Background: an optimization exercise with open tools, aiming at small area. Do not read the settings as production practice.
Only simulation tests tie the RTL to the original design; equivalence was not proved.
Power is estimated from default activity; no workload was simulated.

**flow/config.mk**
```make
export PLATFORM = sky130hd
export DESIGN_NAME = top
export DESIGN_NICKNAME = top
export VERILOG_FILES = /design/flow/design.v
export SDC_FILE = /design/flow/constraint.sdc
export NUM_CORES = 4
export LEC_CHECK = 0
export CAP_MARGIN = 20
export CORE_MARGIN = 2
export CORE_UTILIZATION = 40
export SLEW_MARGIN = 20
```
**flow/constraint.sdc**
```tcl
create_clock -name core_clock -period 10.0 [get_ports {clk}]
set_input_delay 2.0000 -clock core_clock [delete_from_list [all_inputs] [get_ports {clk}]]
set_output_delay 2.0000 -clock core_clock [all_outputs]
set_load 0.01 [all_outputs]
```
**flow/design.v**
```verilog
`timescale 1ns / 1ps
module counter #(
    parameter END = 15,
    parameter WIDTH = 4
)(
    input clk, 
    input reset, 
    input cnt_inc, 
    output cnt_end
);
reg [WIDTH - 1:0] cnt;
assign cnt_end = (cnt == END);
always @(posedge clk, posedge reset) begin
	if (reset) cnt <= 0;
	else if (cnt_end) cnt <= 0;
	else if (cnt_inc) cnt <= cnt + 1;
end
endmodule
`timescale 1ns / 1ps
module keyboard #(
    parameter CNT_THRESHOLD=1000-1
)(
    input  wire       clk,
    input  wire       reset,
    input  wire [3:0] row,            
    output reg  [3:0] col,            
    output reg  [3:0] keyboard_num   
);
wire cnt_end;
counter #(CNT_THRESHOLD, 24)u_counter(
    .clk(clk), 
    .reset(reset), 
    .cnt_inc(1),
    .cnt_end(cnt_end)
);
reg[15:0] key;
reg[15:0] key_r;
wire[15:0] key_posedge = (~key_r) & key;  
always @(posedge clk, posedge reset) begin
    if (reset == 1) begin
        keyboard_num <= 0;   
    end else if (key_posedge) begin
		if (key_posedge[0]) keyboard_num <= 'hd;
		else if (key_posedge[1]) keyboard_num <= 'hc;
		else if (key_posedge[2]) keyboard_num <= 'hb;
		else if (key_posedge[3]) keyboard_num <= 'ha;
		else if (key_posedge[4]) keyboard_num <= 'hf;
		else if (key_posedge[5]) keyboard_num <= 'h9;
		else if (key_posedge[6]) keyboard_num <= 'h6;
		else if (key_posedge[7]) keyboard_num <= 'h3;
		else if (key_posedge[8]) keyboard_num <= 'h0;
		else if (key_posedge[9]) keyboard_num <= 'h8;
		else if (key_posedge[10]) keyboard_num <= 'h5;
		else if (key_posedge[11]) keyboard_num <= 'h2;
		else if (key_posedge[12]) keyboard_num <= 'he;
		else if (key_posedge[13]) keyboard_num <= 'h7;
		else if (key_posedge[14]) keyboard_num <= 'h4;
		else if (key_posedge[15]) keyboard_num <= 'h1;
	end else begin
		keyboard_num <= 0;
	end
end
always @(posedge clk, posedge reset) begin
    if (reset == 1)           col <= 4'b1111;
    else if (col ==  4'b1111) col <= 4'b1110;
    else if (cnt_end)         col <= {col[2:0], col[3]};
end
always @(posedge clk, posedge reset) begin
    if (reset == 1) key_r <= 0;
    else key_r <= key;
end
always @(posedge clk, posedge reset) begin
    if (reset == 1) key <= 0;
    else if (cnt_end) begin
        if (col[0] == 0) key[3:0]   <= ~row;
        if (col[1] == 0) key[7:4]   <= ~row;
        if (col[2] == 0) key[11:8]  <= ~row;
        if (col[3] == 0) key[15:12] <= ~row;
    end
end
endmodule
`timescale 1ns / 1ps
module set_num(
    input wire clk,
    input wire rst,
    input wire set_password,
    input wire test,
    input wire [3:0] num,
    input wire [4:0] current_state,
    output reg [1:0] num7,
    output reg [1:0] num6,
    output reg [1:0] num5
);
always @ (posedge clk or posedge rst) begin
    if(rst) begin
        num7 <= 2'd0;
        num6 <= 2'd0;
        num5 <= 2'd0;
    end
    else if(set_password || test) begin
        num7 <= 1'b0;
        num6 <= 1'b0;
        num5 <= 1'b0;
    end
    else if(current_state == 5'd1 || current_state == 5'd3) begin
        if(num7 == 1'b0 && (num == 2'd1 || num == 2'd2 || num == 2'd3))
            num7 <= num;
        else if(num7 != 1'b0 && num6 == 1'b0 &&(num == 2'd1 || num == 2'd2 || num == 2'd3))
            num6 <= num;
        else if(num6 != 1'b0 && num5 == 1'b0 &&(num == 2'd1 || num == 2'd2 || num == 2'd3))
            num5 <= num;
    end
end
endmodule
`timescale 1ns / 1ps
module big_sequence(
    input wire clk,
    input wire rst, 
    input wire set_password, 
    input wire enter, 
    input wire test, 
    input wire gled1,
    input wire rled2,
    output reg flag0,
    output reg flagf,
    output reg gled0,
    output reg [4:0] current_state
);
parameter IDLE = 5'd7;
parameter S0 = 5'd0; 
parameter S1 = 5'd1; 
parameter S2 = 5'd2; 
parameter S3 = 5'd3; 
parameter S4 = 5'd4; 
parameter S5 = 5'd5; 
parameter S6 = 5'd6; 
reg [4:0]next_state;
always @ (posedge clk or posedge rst) begin
    if(rst)
        current_state <= IDLE;
    else
        current_state <= next_state;
end
always @ (posedge clk or posedge rst) begin
    if(rst)
        next_state <= S0;
    else
        case(current_state)
            S0: if(set_password == 1'b1)
                    next_state <= S1;
                else ;
            S1: if(enter == 1'b1)
                    next_state <= S2;
                else ;
            S2: if(test == 1'b1)
                    next_state <= S3;
                else ;
            S3: if(enter == 1'b1)
                    next_state <= S4;
                else ;
            S4: if(gled1 == 1'b1)
                    next_state <= S5;
                else if(rled2 == 1'b1)
                    next_state <= S6;
                else if(test == 1'b1)
                    next_state <= S3;
            S5: if(set_password == 1'b1)
                    next_state <= S1;
                else ;
            S6: ;
            default: ;
        endcase
end
always @ (posedge clk) begin
        case(current_state)
            S0: begin
                flag0 <= 1'b1;
                flagf <= 1'b0;
                gled0 <= 1'b0;
                end
            S1: begin
                flag0 <= 1'b0;
                gled0 <= 1'b0;
                end
            S2: begin
                flag0 <= 1'b1;
                gled0 <= 1'b1;
                end
            S3: begin
                flag0 <= 1'b0;
                end
            S4: begin
                flag0 <= 1'b1;
                end
            S5: begin
                flag0 <= 1'b1;
                end
            S6: begin
                flag0 <= 1'b0;
                flagf <= 1'b1;
                end
            default ;
        endcase
end
endmodule
`timescale 1ns / 1ps
module small_sequence(
    input wire clk,
    input wire rst,
    input wire [4:0]big_current_state,
    input wire [1:0]num7,
    input wire [1:0]num6,
    input wire [1:0]num5,
    input wire test,
    output reg gled1,
    output reg rled0,
    output reg rled1,
    output reg rled2
);
reg[1:0] num_7;
reg[1:0] num_6;
reg[1:0] num_5; 
reg[3:0] cnt;
reg [4:0]current_state;
reg [4:0]next_state;
reg flag;
parameter S1 = 5'd1; 
parameter S2 = 5'd2; 
parameter S3 = 5'd3; 
parameter S4 = 5'd4; 
parameter IDLE = 5'd4;
parameter s0 = 5'd0;
parameter s1 = 5'd1;
parameter s2 = 5'd2;
parameter s3 = 5'd3;
always @ (posedge clk or posedge rst) begin
    if(rst) begin
        gled1 <= 1'b0;
        rled0 <= 1'b0;
        rled1 <= 1'b0;
        rled2 <= 1'b0;
        flag <= 1'b0;
        end
    else if(big_current_state == S1) begin
        gled1 <= 1'b0;
        rled0 <= 1'b0;
        rled1 <= 1'b0;
        rled2 <= 1'b0;
        end
    else if(big_current_state == S3) begin
        flag <= 1'b0;
    end
    else if(current_state == s3) begin
        gled1 <= 1'b1;
        rled0 <= 1'b0;
        rled1 <= 1'b0;
        rled2 <= 1'b0;
    end
    else if(cnt == 4'd10 && current_state != s3 && rled0 == 1'b0 && flag == 1'b0) begin
        rled0 <= 1'b1;
        flag <= 1'b1;
    end
    else if(cnt == 4'd10 && current_state != s3 && rled0 == 1'b1 && rled1 == 1'b0 && flag == 1'b0) begin
        rled1 <= 1'b1;
        flag <= 1'b1;
    end
    else if(cnt == 4'd10 && current_state != s3 && rled0 == 1'b1 && rled1 == 1'b1 && rled2 == 1'b0 && flag == 1'b0) begin
        rled2 <= 1'b1;
        flag <= 1'b1;
    end
end
always @ (posedge clk or posedge rst) begin
    if(rst) begin
        num_7 <= 1'b0;
        num_6 <= 1'b0;
        num_5 <= 1'b0;
        end
    else if(big_current_state == S2 && test == 1'b0) begin
        num_7 <= num7;
        num_6 <= num6;
        num_5 <= num5;
        end
end
always @ (posedge clk or posedge rst) begin
    if(rst)
        current_state <= IDLE;
    else
        current_state <= next_state;
end
always @ (posedge clk or posedge rst) begin
    if(rst)
        next_state <= s0;
    else if(big_current_state == S1 || big_current_state == S3)
        next_state <= s0;
    else if(big_current_state == S4)
        case(current_state)
            s0: if(num7 == num_7)
                    next_state <= s1;
                else ;
            s1: if(num6 == num_6)
                    next_state <= s2;
                else ;
            s2: if(num5 == num_5)
                    next_state <= s3;
                else ;
            default: ;
        endcase
end
always @ (posedge clk or posedge rst) begin
    if(rst)
        cnt <= 1'b0;
    else if(big_current_state == S3)
        cnt <= 1'b0;
    else if(big_current_state == S4 && cnt < 4'd10)
        cnt <= cnt + 1'b1;
end
endmodule
`timescale 1ns / 1ps
module timer(
	input wire clk,
    input wire rst,
    output reg [7:0]led_en
);
reg [25:0]cnt_2ms;
wire flag_2ms;
parameter cnt2ms_Max = 26'd200;
assign flag_2ms = (cnt_2ms == cnt2ms_Max - 26'd1);
always @ (posedge clk or posedge rst) begin
    if(rst) begin
        cnt_2ms <= 26'd0;
    end
    else begin
        if(flag_2ms)
            cnt_2ms <= 26'd0;
        else
            cnt_2ms <= cnt_2ms + 26'd1;
    end
end
always @ (posedge clk or posedge rst) begin
    if(rst) led_en <= 8'b11111110;
    else begin
        if(flag_2ms)
            led_en <= {led_en[6:0], led_en[7]};
        else
            led_en <= led_en;
    end
end
endmodule
`timescale 1ns / 1ps
module tub_show(
    input wire clk,
    input wire rst,
    input wire [1:0] num7,
    input wire [1:0] num6,
    input wire [1:0] num5,
    input wire flag0,
    input wire flagf,
    output wire [7:0] led_en,
    output reg led_ca,
    output reg led_cb,
    output reg led_cc,
    output reg led_cd,
    output reg led_ce,
    output reg led_cf,
    output reg led_cg,
    output reg led_dp
);
always @ (posedge clk) begin
    if(flag0 == 1'b1) begin
        led_ca <= 0;led_cb <= 0;led_cc <= 0;led_cd <= 0;led_ce <= 0;led_cf <= 0;led_cg <= 1;led_dp <= 1;
    end
    else if(flagf == 1'b1) begin
        led_ca <= 0;led_cb <= 1;led_cc <= 1;led_cd <= 1;led_ce <= 0;led_cf <= 0;led_cg <= 0;led_dp <= 1;
    end
    else begin
        if(~led_en[7]) begin
            if(num7 == 2'd0) begin
                led_ca <= 1;led_cb <= 1;led_cc <= 1;led_cd <= 1;led_ce <= 1;led_cf <= 1;led_cg <= 1;led_dp <= 1;
            end
            else if(num7 == 2'd1) begin
                led_ca <= 1;led_cb <= 0;led_cc <= 0;led_cd <= 1;led_ce <= 1;led_cf <= 1;led_cg <= 1;led_dp <= 1;
            end
            else if(num7 == 2'd2) begin
                led_ca <= 0;led_cb <= 0;led_cc <= 1;led_cd <= 0;led_ce <= 0;led_cf <= 1;led_cg <= 0;led_dp <= 1;
            end
            else if(num7 == 2'd3) begin
                led_ca <= 0;led_cb <= 0;led_cc <= 0;led_cd <= 0;led_ce <= 1;led_cf <= 1;led_cg <= 0;led_dp <= 1;
            end
        end
        else if(~led_en[6]) begin
            if(num6 == 2'd0) begin
                led_ca <= 1;led_cb <= 1;led_cc <= 1;led_cd <= 1;led_ce <= 1;led_cf <= 1;led_cg <= 1;led_dp <= 1;
            end
            else if(num6 == 2'd1) begin
                led_ca <= 1;led_cb <= 0;led_cc <= 0;led_cd <= 1;led_ce <= 1;led_cf <= 1;led_cg <= 1;led_dp <= 1;
            end
            else if(num6 == 2'd2) begin
                led_ca <= 0;led_cb <= 0;led_cc <= 1;led_cd <= 0;led_ce <= 0;led_cf <= 1;led_cg <= 0;led_dp <= 1;
            end
            else if(num6 == 2'd3) begin
                led_ca <= 0;led_cb <= 0;led_cc <= 0;led_cd <= 0;led_ce <= 1;led_cf <= 1;led_cg <= 0;led_dp <= 1;
            end
        end
        else if(~led_en[5]) begin
            if(num5 == 2'd0) begin
                led_ca <= 1;led_cb <= 1;led_cc <= 1;led_cd <= 1;led_ce <= 1;led_cf <= 1;led_cg <= 1;led_dp <= 1;
            end
            else if(num5 == 2'd1) begin
                led_ca <= 1;led_cb <= 0;led_cc <= 0;led_cd <= 1;led_ce <= 1;led_cf <= 1;led_cg <= 1;led_dp <= 1;
            end
            else if(num5 == 2'd2) begin
                led_ca <= 0;led_cb <= 0;led_cc <= 1;led_cd <= 0;led_ce <= 0;led_cf <= 1;led_cg <= 0;led_dp <= 1;
            end
            else if(num5 == 2'd3) begin
                led_ca <= 0;led_cb <= 0;led_cc <= 0;led_cd <= 0;led_ce <= 1;led_cf <= 1;led_cg <= 0;led_dp <= 1;
            end
        end
        else begin
            led_ca <= 1;led_cb <= 1;led_cc <= 1;led_cd <= 1;led_ce <= 1;led_cf <= 1;led_cg <= 1;led_dp <= 1;
        end
    end
end
timer u_timer(
    .clk(clk),
    .rst(rst),
    .led_en(led_en)
);
endmodule
`timescale 1ns / 1ps
module top(
    input wire clk,
    input wire rst, 
    input wire set_password, 
    input wire enter, 
    input wire test, 
    input wire [3:0] row,
    output wire [3:0] col,
    output wire [7:0] led_en,
    output wire led_ca,
    output wire led_cb,
    output wire led_cc,
    output wire led_cd,
    output wire led_ce,
    output wire led_cf,
    output wire led_cg,
    output wire led_dp,
    output wire gled0, 
    output wire gled1, 
    output wire rled0, 
    output wire rled1, 
    output wire rled2 
);
wire flag0;
wire flagf;
wire [3:0] num;
wire [1:0] num7;
wire [1:0] num6;
wire [1:0] num5;
wire [4:0] current_state;
keyboard u_keyboard(
    .clk(clk), 
    .reset(rst), 
    .row(row), 
    .col(col), 
    .keyboard_num(num)
);
set_num u_set_num(
    .clk(clk),
    .rst(rst),
    .set_password(set_password),
    .test(test),
    .num(num),
    .current_state(current_state),
    .num7(num7),
    .num6(num6),
    .num5(num5)
);
big_sequence u_big_sequence(
    .clk(clk), 
    .rst(rst),  
    .set_password(set_password),
    .enter(enter),
    .test(test),
    .gled1(gled1),
    .rled2(rled2),
    .flag0(flag0), 
    .flagf(flagf), 
    .gled0(gled0),
    .current_state(current_state)
);
small_sequence u_small_sequence( 
    .clk(clk),
    .rst(rst),
    .big_current_state(current_state),
    .num7(num7),
    .num6(num6),
    .num5(num5),
    .test(test),
    .gled1(gled1),
    .rled0(rled0),
    .rled1(rled1),
    .rled2(rled2)
);
tub_show u_tub_show(
    .clk(clk),
    .rst(rst),
    .num7(num7),
    .num6(num6),
    .num5(num5),
    .flag0(flag0),
    .flagf(flagf),
    .led_en(led_en),
    .led_ca(led_ca),
    .led_cb(led_cb),
    .led_cc(led_cc),
    .led_cd(led_cd),
    .led_ce(led_ce),
    .led_cf(led_cf),
    .led_cg(led_cg),
    .led_dp(led_dp)
);
endmodule
```
**flow/run.sh**
```bash
#!/bin/bash
# synth_recipe.tcl (not shown) runs the flow's synth.tcl, then flattens the netlist and writes it again
# the make line also repeats each setting of config.mk as NAME=value (left out here)
make -C /OpenROAD-flow-scripts/flow DESIGN_CONFIG=/design/flow/config.mk WORK_HOME=/design/flow/orfs CLKGATE_MAP_FILE= SYNTH_SCRIPT=/design/flow/synth_recipe.tcl finish
```
==> flow_summary_export.csv <==
group,metric,value,unit
final_layout,nets,685,
timing,finClkSkew,0.0141,ns
synthesis,muxShareOfSynthArea,4.57,%
final_layout,insertedDiodeCount,0,
synthesis,synth_top_cells_by_count,"dfrtp_1, nor2_1, nand2_1, a21oi_1, xnor2_1",
setup_path,cpPeakStageDelay,0.66,ns
setup_path,path_max_fanout,13,
final_layout,instances_no_fill,888,
timing,finalSetupTns,0,ns
drt,viasPerCell,5.18,
clock_network,clock-sinks,144,
timing,min_period,3.66,ns
clock_network,cts-hold-fix-buffers,0,
final_layout,syn2layout_area_growth,17.3,%
place,place.gp.congestion,0.808,
drt,dr.pass1.iters,5,
global_routing,antenna_found_initial,0,
timing,rsz0062_at_grt,"no",
synthesis,synth_top_area_cell,"dfrtp_1",
floorplan,initial_core_util,40.4,%
floorplan,die_w,133,um
drt,first_iter_violations,237,
clock_network,cts_buffers,17,
worst_hold_path,hp-class,"reg -> reg",
timing,slew_headroom,39.1,%
setup_path,cp.required,8.00,ns
synthesis,synth.most_common_cell,"dfrtp_1",
drt,wirelength,12900,um
setup_path,path_delay_family,"flip-flops",
synthesis,synth_top_family_by_area,"simple AND/OR/NAND/NOR gates",
synthesis,ys_ff_latch,144,
synthesis,synthAdderAreaFrac,3.96,%
synthesis,async_flop_share,93.1,%
job,max_cap_violations,0,
setup_path,crit_path_end_kind,"primary output",
pwr,leakagePower,3.36,nW
drt,dr_total_vias,4603,
setup_path,r2r_setup_slack,7.58,ns
synthesis,syn_area,6630,sq um
synthesis,ys.flop_type,"dfrtp_1",
floorplan,die_area,17600,sq um
final_layout,drive_above_1_share,11.7,%
timing,worst_pin_slew,0.914,ns
synthesis,synth_area_per_cell,10.8,sq um
synthesis,synth_edf_count,3,
timing,slew_viol_final,0,
final_layout,seq_area,3600,sq um
place,io_buffers,32,
global_routing,grt_pass1_vias,4586,
global_routing,overflow,0,
setup_path,cp.arrival,1.66,ns
clock_network,clock_latency,0.43,ns
synthesis,synth-simple-area-share,20.8,%
place,dp_hpwl,9160,um
drt,drt-wirelength-per-cell,14.6,um
synthesis,synth_compound_area_share,7.32,%
final_layout,multi_input_area,2890,sq um
pwr,peakVddDrop,0.112,mV
synthesis,yosysTopAreaCellShare,44.9,%
setup_path,critPathKind,"reg -> out",
floorplan,core.rowCount,47,
setup_path,cp_cell_sequence,"clkdlybuf4s50_1",
synthesis,ys_types,59,
timing,hold_slack,0.377,ns
clock_network,path_clk_slew,0.06,ns
timing,fin_crit_sh,36.6,%
synthesis,ys_warn_count,8,
drt,drtAntennaViolNets,0,
clock_network,clk_path_buf_depth,2,
floorplan,io_pins,34,
pwr,power.density,190,nW/um^2
clock_network,cts-resized-gates,0,
timing,clock.fmax,273,MHz
final_layout,final_util,47.4,%
synthesis,syn_nets,645,
clock_network,cts_tree,"done",
timing,finalSetupViolations,0,
global_routing,grt_max_degree,75,
clock_network,postCtsSetupRepairBufs,0,
global_routing,grt_usage,15.7,%
clock_network,cts_max_level,4,
pwr,power,1.47,mW
synthesis,yosysSeqAreaShare,54.4,%
timing,hold_violations,0,
status,status,"timing/DRC/antenna clean",
floorplan,fp.coreArea,16400,sq um
floorplan,die_h,133,um
synthesis,synth-xor-area-share,6.74,%
setup_path,crit_path_top_delay_cell,"dfstp_2",
drt,drcViolationCount,0,
global_routing,grt_pass1_wl,22300,um
setup_path,worst-path-buf-inv,1,
place,placed_cells,856,
synthesis,synthCells,615,
clock_network,cts_root_buffer,"clkbuf_16",
setup_path,cp-start-kind,"flop",
final_layout,nFillCells,1506,
synthesis,synth_area_leaders,"dfrtp_1, dfstp_2, nor2_1, ha_1, xnor2_1",
==> power by group <==
| group | switching, mW | leakage (nW) | internal (mW) | total [mW] |
|---|---|---|---|---|
| clock network | 0.279 | 0.287 | 0.335 | 0.614 |
| logic | 0.0996 | 1.38 | 0.0824 | 0.182 |
| registers | 0.0451 | 1.70 | 0.633 | 0.678 |
==> worst paths after layout <==
kind	startpoint	to	depth (start not counted)
max	u_tub_show.u_timer.led_en[7]	led_en[7]	1
min	u_small_sequence.next_state[1]	u_small_sequence.current_state[1]	0
max reg2reg	u_keyboard.u_counter.cnt[20]	u_keyboard.col[2]	5
min reg2reg	u_small_sequence.next_state[1]	u_small_sequence.current_state[1]	0
max in group asynchronous	rst	u_big_sequence.current_state[3]	3
min in group asynchronous	rst	u_keyboard.key_r[5]	2
==> routing by layer <==
layer | vias to the layer above | share of wire, % | track usage, %
li1 | 2248 | - | -
met1 | 2236 | 46 | 20.2
met2 | 104 | 48 | 25.4
met3 | 15 | 3.9 | 4.56
met4 | 0 | 1.3 | 5.68
met5 | - | 0 | 0
==> registers in the layout, indices dropped and copies added, names as in the netlist, 4 cells and up <==
name and flops:
u_keyboard.col 4, u_keyboard.keyboard_num 4, u_big_sequence.current_state 5, u_tub_show.u_timer.led_en 8
u_keyboard.u_counter.cnt 24, u_small_sequence.cnt 4, u_keyboard.key_r 16, u_keyboard.key 16
u_big_sequence.next_state 5, u_tub_show.u_timer.cnt_2ms 26
==> area by class of cell <==
class,count,area share [%]
Timing Repair Buffer,35,4.41
Inverter,21,1.05
Clock buffer,17,5.47
Multi-Input combinational cell,436,37.1
Clock inverter,15,2.08
Sequential cell,144,46.3
Tap cell,220,3.54
==> layout by cell type (no fill, tap or decap), drive strengths merged, types with 3 or more instances in the layout <==
master,count
nand2b,16
nand4,11
a221oi,4
edfxtp,3
a31oi,6
inv,31
ha,21
a21oi,32
nor3,23
xnor2,30
clkbuf,17
o21ai,12
clkdlybuf4s50,32
nor4,12
or3,3
and4,5
nand2,36
a311oi,3
nor2,72
xor2,21
or2,3
mux2,18
nand3,29
buf,3
and3,16
nor4b,3
dfrtp,119
nor2b,12
o31ai,4
clkinv,4
dfstp,15
mux2i,10
dfxtp,7
==> metrics by stage <==
step / instance area [sq um] / setup slack [ns]
final: 7770 / 6.34
after global placement: 7180 / 6.04
after floorplan: 6630 / 4.44
after global routing: 7770 / 6.23
after CTS: 7770 / 6.33
after detailed placement: 7190 / 6.01
==> cell families after synthesis <==
kind of cell | after synthesis
AND/OR/NAND/NOR | 256
flip-flops | 144
AO/OA/AOI/OAI | 78
XOR/XNOR | 51
buffers and inverters | 35
multiplexers | 28
adder cells (fa/ha/maj) | 21
other | 2

separate check: timing with driven ports:
No port has a modelled driver above. Below, the same layout with a new extraction and two added sets of constraints. Step 1 sets driving cells, clkbuf_16 on the clock port and buf_2 on the other inputs (assumed; they add their load-dependent delay and slew). Step 2 also shifts input and output timing later by t, the mid clock arrival at the registers, as if the neighbouring blocks saw the same clock. Three values: no drivers, after step 1, after step 2; two values: the first two.
shift t [ns]: 0.460
slack for setup (ns): 6.338 / 6.300 / 6.120
hold WS [ns]: 0.377 / 0.377 / 0.377
slew at the worst register clock pin (ns): 0.07 / 0.07
worst slew at a driven data input, ns: 0.03
After both steps setup and hold are still met in this run. The setup slack of this run moves by -0.038 ns with the drivers and by -0.218 ns with both steps.
